Background: an optimization exercise with open tools, aiming at small area. Do not read the settings as production practice.
No functional check of the RTL was part of this run.

**flow/run.sh**
```bash
#!/bin/bash
# Own layout flow: the standard synthesis (registers and their names
# unchanged), then the combinational logic between the registers
# re-optimised for area by ABC, then the standard layout from floorplan
# to finish.  Each tool writes its full output to a log of its own here.
set -euo pipefail
W=$(pwd)
F=$W/flow
R=$W/orfs/results/${FLOW_PLATFORM:-sky130hd}/top_module/base
export REOPT_LIB=$FLOW_HOME/platforms/sky130hd/lib/sky130_fd_sc_hd__tt_025C_1v80.lib
export REOPT_DIR=$W/reopt
mkdir -p "$REOPT_DIR"

# 1. standard synthesis only
bash standard.sh "$R/1_2_yosys.v" > "$W/flow_synth.log" 2>&1
cp "$R/1_2_yosys.v" "$REOPT_DIR/std.v"

# 2. combinational re-optimisation
grep -o -- "-dont_use [A-Za-z0-9_]*" "$W/orfs/logs/${FLOW_PLATFORM:-sky130hd}/top_module/base/1_2_yosys.log" \
    | sort -u | tr '\n' ' ' > "$REOPT_DIR/dont_use.txt" || true
yosys -q -p "read_liberty -ignore_miss_func $REOPT_LIB; write_verilog -noattr $REOPT_DIR/cells_all.v" \
    > "$W/flow_cells.log" 2>&1
python3 "$F/comb_cells.py" "$REOPT_DIR/cells_all.v" "$REOPT_DIR/cells_comb.v" > "$W/flow_comb_cells.log" 2>&1
export REOPT_IN=$REOPT_DIR/std.v
# four ABC runs with different seeds side by side; the smallest is kept
for seed in 1 2 3 4; do
    sed "s/&deepsyn -T 60/\&deepsyn -T 150 -S $seed/" "$F/area.abc" > "$REOPT_DIR/area_$seed.abc"
    REOPT_SCRIPT=$REOPT_DIR/area_$seed.abc REOPT_OUT=$REOPT_DIR/reopt_$seed.v REOPT_TAG=_$seed \
        yosys -c "$F/reopt.tcl" > "$W/flow_reopt_$seed.log" 2>&1 &
done
wait
best=$(for seed in 1 2 3 4; do
    a=$(sed -n "s/.*Chip area for module .*: //p" "$REOPT_DIR/stat_after_$seed.txt" 2>/dev/null)
    [ -n "$a" ] && [ -s "$REOPT_DIR/reopt_$seed.v" ] && echo "$a $seed"
done | sort -g | head -n 1 | cut -d' ' -f2)
echo "kept ABC run $best" > "$W/flow_reopt_pick.log"
cp "$REOPT_DIR/reopt_$best.v" "$R/1_2_yosys.v"

# 3. standard layout from the re-optimised netlist, with small port
#    buffers and a clock tree of small buffers
export BUFFER_PORTS_ARGS="-buffer_cell sky130_fd_sc_hd__buf_1"
export CTS_ARGS="-sink_clustering_enable -repair_clock_nets -buf_list sky130_fd_sc_hd__clkbuf_8 -root_buf sky130_fd_sc_hd__clkbuf_16 -sink_clustering_size 16 -dont_use_dummy_load"
bash standard.sh > "$W/flow_layout.log" 2>&1
```
**standard.sh**
```bash
#!/bin/bash
# synth_recipe.tcl (not shown) runs the flow's synth.tcl, then flattens the netlist and writes it again
# the make line also repeats each setting of config.mk as NAME=value (left out here)
make -C /OpenROAD-flow-scripts/flow DESIGN_CONFIG=/design/flow/config.mk WORK_HOME=/design/flow/orfs CLKGATE_MAP_FILE= SYNTH_SCRIPT=/design/flow/synth_recipe.tcl "${@:-finish}"
```
**flow/comb_cells.py**
```python
#!/usr/bin/env python3
# Keeps the combinational cells of the liberty dump (argv[1]) as a techmap
# file (argv[2]): every module without a register, minus tie/fill/tap/etc.
import re, sys
src = open(sys.argv[1]).read()
mods = re.split(r'(?=^module )', src, flags=re.M)
skip = re.compile(r'module sky130_fd_sc_hd__(df|edf|sdf|dl|sdl|lpflow|probe|tap|fill|decap|diode|conb|macro)')
keep = [m for m in mods if m.startswith('module') and not skip.match(m) and 'reg ' not in m]
open(sys.argv[2], 'w').write(''.join(keep))
print(len(keep), 'combinational cells')
```
**config.mk**
```make
export PLATFORM = sky130hd
export DESIGN_NAME = top_module
export DESIGN_NICKNAME = top_module
export VERILOG_FILES = /design/flow/design.v
export SDC_FILE = /design/flow/constraint.sdc
export NUM_CORES = 4
export LEC_CHECK = 0
export CAP_MARGIN = 5
export CORE_MARGIN = 2
export CORE_UTILIZATION = 65
export GPL_TIMING_DRIVEN = 0
export SETUP_SLACK_MARGIN = -2
export SLEW_MARGIN = 5
```
**design.v**
```verilog
`timescale 1ns / 1ps
module top_module(
	input CLOCK,
	input reset,
	input PS2Clk,
	input PS2Data,
	input [15:1] SW,
	input PB1,PB2,
	output [6:0] seg,
	output [3:0] an,
	output [3:0] JA,
	output LED
    );
    reg [4:0] cnt;
    reg [10:0] cmid;
    reg [1:0] csel;
    wire c_lo_end = (cnt == 5'd31);
    wire cmid_z10 = (cmid[9:0] == 10'd0);
    always @(posedge CLOCK)
        if (reset) begin
            cnt <= 5'd0;
            cmid <= 11'h001;
            csel <= 2'd0;
        end else begin
            cnt <= cnt + 1'b1;
            if (c_lo_end) begin
                cmid <= {cmid[9:0], cmid[10] ^ cmid[8] ^ cmid_z10};
                if (cmid_z10 & ~cmid[10]) csel <= csel + 1'b1;
            end
        end
    wire hr       = (cnt[3:0] == 4'd0);    
    wire div_rise = hr & ~cnt[4];           
    wire cap      = hr &  cnt[4];           
    assign JA[3]  = ~(cnt[4] ^ hr);         
    reg [11:0] Freq, Amp;
    always @(posedge CLOCK)
        if (reset) begin
            Freq <= 12'd1;
            Amp  <= 12'd1;
        end else if (PB1)
            Freq <= SW[12:1];
        else if (PB2)
            Amp <= SW[12:1];
    reg [16:0] c2;
    reg show_freq;
    always @(posedge CLOCK)
        if (reset) begin
            c2 <= 17'h15728;
            show_freq <= 1'b0;
        end else if (c2 == 17'h15728) begin
            c2 <= 17'h1ffff;
            show_freq <= ~show_freq;
        end else
            c2 <= {c2[15:0], c2[16] ^ c2[13]};
    reg [8:0] c3;
    reg dac_start;
    always @(posedge CLOCK)
        if (reset) begin
            c3 <= 9'h1bc;
            dac_start <= 1'b0;
        end else if (c3 == 9'h1bc) begin
            c3 <= 9'h1ff;
            dac_start <= ~dac_start;
        end else
            c3 <= {c3[7:0], c3[8] ^ c3[4]};
    reg [17:0] sc_cnt;
    reg sc_w, sc_clk;
    wire [11:0] Fd = (Freq == 12'd0) ? 12'd1 : Freq;
    wire [17:0] T;
    wire [0:0] dP17 = 1'b1;
    assign T[17] = (Fd[11:1] == 0) && (dP17 >= Fd[0:0]);
    wire [0:0] dD17 = dP17 - Fd[0:0];
    wire [0:0] dR17 = T[17] ? dD17[0:0] : dP17[0:0];
    wire [1:0] dP16 = {dR17, 1'b0};
    assign T[16] = (Fd[11:2] == 0) && (dP16 >= Fd[1:0]);
    wire [1:0] dD16 = dP16 - Fd[1:0];
    wire [1:0] dR16 = T[16] ? dD16[1:0] : dP16[1:0];
    wire [2:0] dP15 = {dR16, 1'b1};
    assign T[15] = (Fd[11:3] == 0) && (dP15 >= Fd[2:0]);
    wire [2:0] dD15 = dP15 - Fd[2:0];
    wire [2:0] dR15 = T[15] ? dD15[2:0] : dP15[2:0];
    wire [3:0] dP14 = {dR15, 1'b1};
    assign T[14] = (Fd[11:4] == 0) && (dP14 >= Fd[3:0]);
    wire [3:0] dD14 = dP14 - Fd[3:0];
    wire [3:0] dR14 = T[14] ? dD14[3:0] : dP14[3:0];
    wire [4:0] dP13 = {dR14, 1'b1};
    assign T[13] = (Fd[11:5] == 0) && (dP13 >= Fd[4:0]);
    wire [4:0] dD13 = dP13 - Fd[4:0];
    wire [4:0] dR13 = T[13] ? dD13[4:0] : dP13[4:0];
    wire [5:0] dP12 = {dR13, 1'b1};
    assign T[12] = (Fd[11:6] == 0) && (dP12 >= Fd[5:0]);
    wire [5:0] dD12 = dP12 - Fd[5:0];
    wire [5:0] dR12 = T[12] ? dD12[5:0] : dP12[5:0];
    wire [6:0] dP11 = {dR12, 1'b1};
    assign T[11] = (Fd[11:7] == 0) && (dP11 >= Fd[6:0]);
    wire [6:0] dD11 = dP11 - Fd[6:0];
    wire [6:0] dR11 = T[11] ? dD11[6:0] : dP11[6:0];
    wire [7:0] dP10 = {dR11, 1'b0};
    assign T[10] = (Fd[11:8] == 0) && (dP10 >= Fd[7:0]);
    wire [7:0] dD10 = dP10 - Fd[7:0];
    wire [7:0] dR10 = T[10] ? dD10[7:0] : dP10[7:0];
    wire [8:0] dP9 = {dR10, 1'b1};
    assign T[9] = (Fd[11:9] == 0) && (dP9 >= Fd[8:0]);
    wire [8:0] dD9 = dP9 - Fd[8:0];
    wire [8:0] dR9 = T[9] ? dD9[8:0] : dP9[8:0];
    wire [9:0] dP8 = {dR9, 1'b0};
    assign T[8] = (Fd[11:10] == 0) && (dP8 >= Fd[9:0]);
    wire [9:0] dD8 = dP8 - Fd[9:0];
    wire [9:0] dR8 = T[8] ? dD8[9:0] : dP8[9:0];
    wire [10:0] dP7 = {dR8, 1'b1};
    assign T[7] = (Fd[11:11] == 0) && (dP7 >= Fd[10:0]);
    wire [10:0] dD7 = dP7 - Fd[10:0];
    wire [10:0] dR7 = T[7] ? dD7[10:0] : dP7[10:0];
    wire [11:0] dP6 = {dR7, 1'b1};
    assign T[6] = (dP6 >= Fd);
    wire [11:0] dD6 = dP6 - Fd;
    wire [11:0] dR6 = T[6] ? dD6[11:0] : dP6[11:0];
    wire [12:0] dP5 = {dR6, 1'b1};
    assign T[5] = (dP5 >= {1'b0, Fd});
    wire [12:0] dD5 = dP5 - {1'b0, Fd};
    wire [11:0] dR5 = T[5] ? dD5[11:0] : dP5[11:0];
    wire [12:0] dP4 = {dR5, 1'b1};
    assign T[4] = (dP4 >= {1'b0, Fd});
    wire [12:0] dD4 = dP4 - {1'b0, Fd};
    wire [11:0] dR4 = T[4] ? dD4[11:0] : dP4[11:0];
    wire [12:0] dP3 = {dR4, 1'b0};
    assign T[3] = (dP3 >= {1'b0, Fd});
    wire [12:0] dD3 = dP3 - {1'b0, Fd};
    wire [11:0] dR3 = T[3] ? dD3[11:0] : dP3[11:0];
    wire [12:0] dP2 = {dR3, 1'b0};
    assign T[2] = (dP2 >= {1'b0, Fd});
    wire [12:0] dD2 = dP2 - {1'b0, Fd};
    wire [11:0] dR2 = T[2] ? dD2[11:0] : dP2[11:0];
    wire [12:0] dP1 = {dR2, 1'b0};
    assign T[1] = (dP1 >= {1'b0, Fd});
    wire [12:0] dD1 = dP1 - {1'b0, Fd};
    wire [11:0] dR1 = T[1] ? dD1[11:0] : dP1[11:0];
    wire [12:0] dP0 = {dR1, 1'b0};
    assign T[0] = (dP0 >= {1'b0, Fd});
    wire [12:0] dD0 = dP0 - {1'b0, Fd};
    wire [11:0] dR0 = T[0] ? dD0[11:0] : dP0[11:0];
    wire [17:0] sc_next = sc_w ? 18'd0 : sc_cnt + 1'b1;
    always @(posedge CLOCK) begin
        sc_cnt <= sc_next;
        if (reset) begin
            sc_w <= 1'b1;
            sc_clk <= 1'b0;
        end else begin
            sc_w <= (sc_next >= T);
            if (sc_w) sc_clk <= ~sc_clk;
        end
    end
    wire start_rise = sc_w & ~sc_clk;
    wire [1:0] msel;
    reg set_sqr, set_tri, set_sine;
    always @(*) begin
        set_sqr = 1'b0; set_tri = 1'b0; set_sine = 1'b0;
        if (SW[15]) begin
            set_sqr  = (msel == 2'd0);
            set_tri  = (msel == 2'd1);
            set_sine = (msel == 2'd2);
        end else begin
            set_sqr  = ~SW[14];
            set_tri  = SW[14] & ~SW[13];
            set_sine = SW[14] &  SW[13];
        end
    end
    reg [8:0] wc;
    reg [11:0] data_a;
    wire [6:0] sj = wc[6:0];
    wire [6:0] sidx = sj[6] ? (7'd0 - sj) : sj;
    reg [10:0] qv;
    always @(*) begin
        case (sidx)
            7'd0: qv = 11'h000;
            7'd1: qv = 11'h032;
            7'd2: qv = 11'h064;
            7'd3: qv = 11'h096;
            7'd4: qv = 11'h0c8;
            7'd5: qv = 11'h0fa;
            7'd6: qv = 11'h12c;
            7'd7: qv = 11'h15e;
            7'd8: qv = 11'h18f;
            7'd9: qv = 11'h1c0;
            7'd10: qv = 11'h1f1;
            7'd11: qv = 11'h222;
            7'd12: qv = 11'h252;
            7'd13: qv = 11'h282;
            7'd14: qv = 11'h2b1;
            7'd15: qv = 11'h2e0;
            7'd16: qv = 11'h30f;
            7'd17: qv = 11'h33d;
            7'd18: qv = 11'h36b;
            7'd19: qv = 11'h398;
            7'd20: qv = 11'h3c5;
            7'd21: qv = 11'h3f1;
            7'd22: qv = 11'h41c;
            7'd23: qv = 11'h447;
            7'd24: qv = 11'h471;
            7'd25: qv = 11'h49a;
            7'd26: qv = 11'h4c3;
            7'd27: qv = 11'h4eb;
            7'd28: qv = 11'h512;
            7'd29: qv = 11'h539;
            7'd30: qv = 11'h55f;
            7'd31: qv = 11'h583;
            7'd32: qv = 11'h5a7;
            7'd33: qv = 11'h5ca;
            7'd34: qv = 11'h5ed;
            7'd35: qv = 11'h60e;
            7'd36: qv = 11'h62e;
            7'd37: qv = 11'h64e;
            7'd38: qv = 11'h66c;
            7'd39: qv = 11'h68a;
            7'd40: qv = 11'h6a6;
            7'd41: qv = 11'h6c1;
            7'd42: qv = 11'h6dc;
            7'd43: qv = 11'h6f5;
            7'd44: qv = 11'h70d;
            7'd45: qv = 11'h724;
            7'd46: qv = 11'h73a;
            7'd47: qv = 11'h74f;
            7'd48: qv = 11'h763;
            7'd49: qv = 11'h776;
            7'd50: qv = 11'h787;
            7'd51: qv = 11'h798;
            7'd52: qv = 11'h7a7;
            7'd53: qv = 11'h7b5;
            7'd54: qv = 11'h7c2;
            7'd55: qv = 11'h7cd;
            7'd56: qv = 11'h7d8;
            7'd57: qv = 11'h7e1;
            7'd58: qv = 11'h7e9;
            7'd59: qv = 11'h7f0;
            7'd60: qv = 11'h7f5;
            7'd61: qv = 11'h7f9;
            7'd62: qv = 11'h7fd;
            7'd63: qv = 11'h7fe;
            7'd64: qv = 11'h7ff;
            default: qv = 11'h7ff;
        endcase
    end
    wire [11:0] sine_val = ~wc[7] ? {1'b1, qv} :
                           (sj == 7'd0) ? 12'h800 : {1'b0, ~qv};
    wire inwin = cnt[4] & (cnt[3:0] <= 4'd12);
    wire [1:0] mode_now = set_tri ? 2'd1 : set_sqr ? 2'd2 : set_sine ? 2'd3 : 2'd0;
    reg pend;
    reg [1:0] pmode;
    always @(posedge CLOCK) begin
        if (start_rise & inwin) pmode <= mode_now;
        if (reset) pend <= 1'b0;
        else if (start_rise & inwin) pend <= 1'b1;
        else if (~inwin) pend <= 1'b0;
    end
    wire upd = (start_rise | pend) & ~inwin;
    wire [1:0] mode = pend ? pmode : mode_now;
    always @(posedge CLOCK)
        if (reset) begin
            data_a <= 12'd0;
            wc <= 9'd0;
        end else if (upd) begin
            if (mode == 2'd1) begin
                if (wc == 9'd0) begin
                    if (data_a >= 12'd4063) begin
                        wc <= 9'd1;
                        data_a[11:5] <= data_a[11:5] - 1'b1;
                    end else
                        data_a[11:5] <= data_a[11:5] + 1'b1;
                end else begin
                    if (data_a < 12'd32) begin
                        wc <= 9'd0;
                        data_a[11:5] <= data_a[11:5] + 1'b1;
                    end else
                        data_a[11:5] <= data_a[11:5] - 1'b1;
                end
            end else if (mode == 2'd2) begin
                data_a <= (wc <= 9'd128) ? 12'h000 : 12'hFFF;
                wc <= (wc == 9'd256) ? 9'd0 : wc + 1'b1;
            end else if (mode == 2'd3) begin
                data_a <= sine_val;
                wc <= (wc >= 9'd255) ? 9'd0 : wc + 1'b1;
            end
        end
    reg busy, shifting;       
    reg [3:0] k;              
    reg [11:0] H;
    reg [12:0] L;
    wire mul_step = ~busy & cnt[4] & (cnt[3:0] != 4'd0) & (cnt[3:0] <= 4'd13);
    wire div_step = shifting & div_rise & (k >= 4'd2) & (k != 4'd15);
    wire [12:0] msum = {1'b0, H} + (L[0] ? {1'b0, data_a} : 13'd0);
    wire [12:0] dx = {H, L[12]};
    wire dq = (dx >= 13'd3300);
    wire [12:0] dr = dq ? dx - 13'd3300 : dx;
    always @(posedge CLOCK) begin
        if (cap & ~busy) begin
            H <= 12'd0;
            L <= {1'b0, Amp};
        end else if (mul_step) begin
            H <= msum[12:1];
            L <= {msum[0], L[12:1]};
        end else if (div_step) begin
            H <= dr[11:0];
            L <= {L[11:0], dq};
        end
    end
    always @(posedge CLOCK)
        if (reset) begin
            busy <= 1'b0;
            shifting <= 1'b0;
            k <= 4'd0;
        end else if (div_rise) begin
            if (~busy) begin
                if (dac_start) begin
                    busy <= 1'b1;
                    shifting <= 1'b1;
                end
            end else if (shifting) begin
                k <= k + 1'b1;
                if (k == 4'd15) shifting <= 1'b0;
            end else if (~dac_start)
                busy <= 1'b0;
        end
    assign JA[0] = ~shifting;
    assign JA[1] = shifting & (k[3] | k[2]) & L[0];
    assign JA[2] = 1'b0;
    assign LED = ~busy;
    reg ps_c1, ps_c2, ps_d;
    reg [3:0] b;
    reg dbit;
    reg [1:0] c1, ms;
    wire clk_fall = ps_c2 & ~ps_c1;
    always @(posedge CLOCK) begin
        ps_d <= PS2Data;
        if (reset) begin
            ps_c1 <= 1'b1;
            ps_c2 <= 1'b1;
        end else begin
            ps_c1 <= PS2Clk;
            ps_c2 <= ps_c1;
        end
    end
    always @(posedge CLOCK)
        if (reset) begin
            b <= 4'd0;
            dbit <= 1'b0;
        end else if (clk_fall) begin
            if (b == 4'd3) dbit <= ps_d;
            if (b <= 4'd10) b <= b + 1'b1;
            else if (b == 4'd11) b <= 4'd1;
        end
    wire flag_rise = clk_fall & (b == 4'd10);
    always @(posedge CLOCK)
        if (reset) begin
            c1 <= 2'd0;
            ms <= 2'd0;
        end else if (flag_rise) begin
            c1 <= (c1 == 2'd2) ? 2'd0 : c1 + 1'b1;
            if (c1 == 2'd0 && dbit)
                ms <= (ms == 2'd2) ? 2'd0 : ms + 1'b1;
        end
    assign msel = ms;
    reg [11:0] X;
    always @(posedge CLOCK)
        if (reset) X <= 12'd0;
        else if (hr) X <= show_freq ? Freq : Amp;
    reg [15:0] bcd;
    integer i;
    always @(*) begin
        bcd = 16'd0;
        for (i = 11; i >= 0; i = i - 1) begin
            if (bcd[3:0]   >= 4'd5) bcd[3:0]   = bcd[3:0]   + 4'd3;
            if (bcd[7:4]   >= 4'd5) bcd[7:4]   = bcd[7:4]   + 4'd3;
            if (bcd[11:8]  >= 4'd5) bcd[11:8]  = bcd[11:8]  + 4'd3;
            bcd = {bcd[14:0], X[i]};
        end
    end
    reg [3:0] dig;
    reg [3:0] an_r;
    always @(*) begin
        case (csel)
            2'd0: begin dig = bcd[3:0];   an_r = 4'b1110; end
            2'd1: begin dig = bcd[7:4];   an_r = 4'b1101; end
            2'd2: begin dig = bcd[11:8];  an_r = 4'b1011; end
            default: begin dig = bcd[15:12]; an_r = 4'b0111; end
        endcase
    end
    assign an = an_r;
    reg [6:0] seg_r;
    always @(*) begin
        case (dig)
            4'd0 : seg_r = 7'b1000000;
            4'd1 : seg_r = 7'b1111001;
            4'd2 : seg_r = 7'b0100100;
            4'd3 : seg_r = 7'b0110000;
            4'd4 : seg_r = 7'b0011001;
            4'd5 : seg_r = 7'b0010010;
            4'd6 : seg_r = 7'b0000010;
            4'd7 : seg_r = 7'b1111000;
            4'd8 : seg_r = 7'b0000000;
            4'd9 : seg_r = 7'b0010000;
            default : seg_r = 7'b0111111;
        endcase
    end
    assign seg = seg_r;
endmodule
```
**flow/area.abc**
```
strash
&get -n
&fraig -x
&put
dc2
dc2
strash
&get -n
&deepsyn -T 60
&put
strash
&get -n
&dch -f
&nf -R 1000
&put
```
**constraint.sdc**
```tcl
create_clock -name core_clock -period 44.0 [get_ports {CLOCK}]
set_input_delay 8.8000 -clock core_clock [delete_from_list [all_inputs] [get_ports {CLOCK}]]
set_output_delay 8.8000 -clock core_clock [all_outputs]
set_load 0.01 [all_outputs]
```
**flow/reopt.tcl**
```tcl
# Re-optimise the combinational logic of the standard netlist for area.
# Registers (and every other non-combinational cell) stay as they are.
yosys -import
set lib $::env(REOPT_LIB)
set du [string trim [read [open $::env(REOPT_DIR)/dont_use.txt]]]
read_liberty -lib $lib
read_verilog $::env(REOPT_IN)
hierarchy -check -top top_module
tee -o $::env(REOPT_DIR)/stat_before$::env(REOPT_TAG).txt stat -liberty $lib
techmap -map $::env(REOPT_DIR)/cells_comb.v
techmap
opt -purge
# hide the names techmap gave the cells' internal nets, so that ports keep
# their own nets and need no extra buffers
yosys rename -hide w:*.*
eval abc -script $::env(REOPT_SCRIPT) -liberty $lib $du
opt_clean -purge
hilomap -singleton -hicell sky130_fd_sc_hd__conb_1 HI -locell sky130_fd_sc_hd__conb_1 LO
insbuf -buf sky130_fd_sc_hd__buf_4 A X
splitnets
opt_clean -purge
check -assert
tee -o $::env(REOPT_DIR)/stat_after$::env(REOPT_TAG).txt stat -liberty $lib
write_verilog -noattr -nohex -nodec $::env(REOPT_OUT)
```
==> flow_summary.toml <==
[place]
gp_congestion = 0.956
place_area_mm2 = 0.0128
port_buffers = 35
hpwlAfterDp_mm = 22.3

[critical_path]
cp.arrival_ns = 42.35
worst_path_most_repeated_cell = "nor2_1"
crit_path_top_delay_cell = "dfxtp_1"
cp-end-kind = "flop"
worst-path-buf-inv = 4
crit_path_max_incr_delay_ns = 0.65
cp.depth = 212
worst_r2r_path_depth = 212
cp.required_ns = 44.25
critPathKind = "reg2reg"
critPathMaxFanout = 21
critPathTopFamily = "simple AND/OR/NAND/NOR gates"
startpoint_type = "flop"

[logic_synthesis]
yosys_warnings = 1
syn_area_mm2 = 0.0124
avgSynthCellArea_um2 = 7.20
synthCells = 1717
syn_nets = 1738

[detailed_routing]
dr.pass1.iters = 8
drt_iter0_drc = 918
via_per_inst = 6.21
avgRoutedWirePerCell_um = 15.1
ant_nets = 0
drc = 0
vias = 12500
wl_mm = 30.3

[global_route]
grt-ovfl-total = 0
grt_pass1_vias = 11100
grt_max_degree = 43
antenna_found_initial = 0
grt_pass1_wl_mm = 50.0
grt_use_total = 0.295

[sta]
finalCriticalPeriod_ns = 42.10
worst_slew_pin_slew_ns = 1.25
relSlewSlack = 0.158
min_period_over_period = 0.957
finClkSkew_ns = 0.0387
setup_viol = 0
drv_slew = 0
hold_violations = 0
fmax_mhz = 23.8

[hold_path]
hp-class = "reg2reg"
min_path_cells = 1

[clock_network]
cts_sinks = 169
insertion_delay_ns = 0.38
htree_levels = 4
path_clk_slew_ns = 0.09
root_buffer = "clkbuf_16"
cts_buffer_depth = 2
numCtsBuffers = 17
cts_tree = "built"
cts_hold_buf = 0

[finish]
stdcell_area_mm2 = 0.0131
syn_to_final_growth_pct = 6.29
final_nets = 1793
drive_above_1_share = 0.0192

[floorplanning]
ios = 37
initial_utilization = 0.661
rows = 50
die_h_um = 142
die-area_mm2 = 0.0201
core_region_area_mm2 = 0.0187
die_width_um = 142

[run]
maxCapViolCount = 0

[status]
status = "finished clean"
## cell type report
type,count,area [um2]
Multi-Input combinational cell,1474,8630
Fill cell,1595,5570
Sequential cell,169,3530
Tap cell,234,293
Inverter,72,270
Clock buffer,17,245
Timing Repair Buffer,36,153
Buffer,2,15.0
Antenna cell,1,2.50
## sequential cells by signal, indices dropped and copies added (netlist names), 5 cells and up
signal	cells
data_a	12
L	13
H	12
Amp	12
wc	9
c3	9
Freq	12
c2	17
cnt	5
cmid	11
X	12
sc_cnt	18
## through the flow
stage               worst slack, ns   util  hold WS [ns]  cells  TNS [ns]
finish                         1.90  0.702         0.446   2005         0
CTS                           -1.86  0.698         0.450   2004     -1.86
detailed placement            -1.58  0.685         0.429   1987     -1.58
floorplan                      6.05      -         0.406   1717         0
global placement             -0.957  0.683         0.422   1986    -0.957
global route                  -2.03  0.702         0.476   2004     -2.03
## per-layer routing
layer / vias to the layer above / GRT usage / part of all wire / routed length (um)
li1: 6292 / - / - / -
met1: 5787 / 0.376 / 0.46 / 13800
met2: 331 / 0.522 / 0.48 / 14600
met3: 49 / 0.0435 / 0.046 / 1380
met4: 0 / 0.0816 / 0.017 / 528
met5: - / 0 / 0 / 0
## worst paths after layout
check                              start      to  slack (ns)
worst max-delay path            Freq[10]    sc_w        1.90
worst min-delay path               c2[9]  c2[10]        0.45
worst max register to register  Freq[10]    sc_w        1.90
worst min register to register     c2[9]  c2[10]        0.45
## cells in the final DEF, fill, tap and decap left out, drive strengths merged, types with 15 or more instances in the layout
cell and n:
mux2i 17, nand2b 25, o21ai 133, a211oi 15
or3 26, nand3 42, nand2 212, clkinv 72
clkbuf 17, or2 26, xnor2 117, a31oi 17
a22o 33, nor2 245, nor2b 25, and2 25
buf 38, o21a 17, a21oi 139, xor2 54
nor4 18, and3 26, nor3 80, o22ai 18
dfxtp 155, a21o 15, maj3 20
## repair_timing
| item | CTS | global route |
|---|---|---|
| resized for setup | 0 | 21 |
| buffers inserted | 0 | 0 |
| endpoints found under the setup margin | 0 | 1 |

afterwards: timing with drivers on the ports:
How much do the figures lean on ideal ports? The routed layout below was timed once more, with nothing changed but the port constraints.
Step 1, drivers: a clkbuf_16 drives CLOCK and a buf_2 each remaining input, both assumed.
Step 2 also shifts input and output timing later by t, the mid clock arrival at the registers, as if the neighbouring blocks saw the same clock.
Slacks: ideal ports / drivers / drivers and shift; pairs: ideal ports / drivers.
t, ns: 0.414
setup slack, ns: 1.899 / 1.899 / 1.899
worst setup path at the end: register to register
pins driven straight from the clock port: 1
After both steps this run still meets setup and hold. For this run, drivers alone change the setup slack by 0.000 ns; drivers and shift together by 0.000 ns.
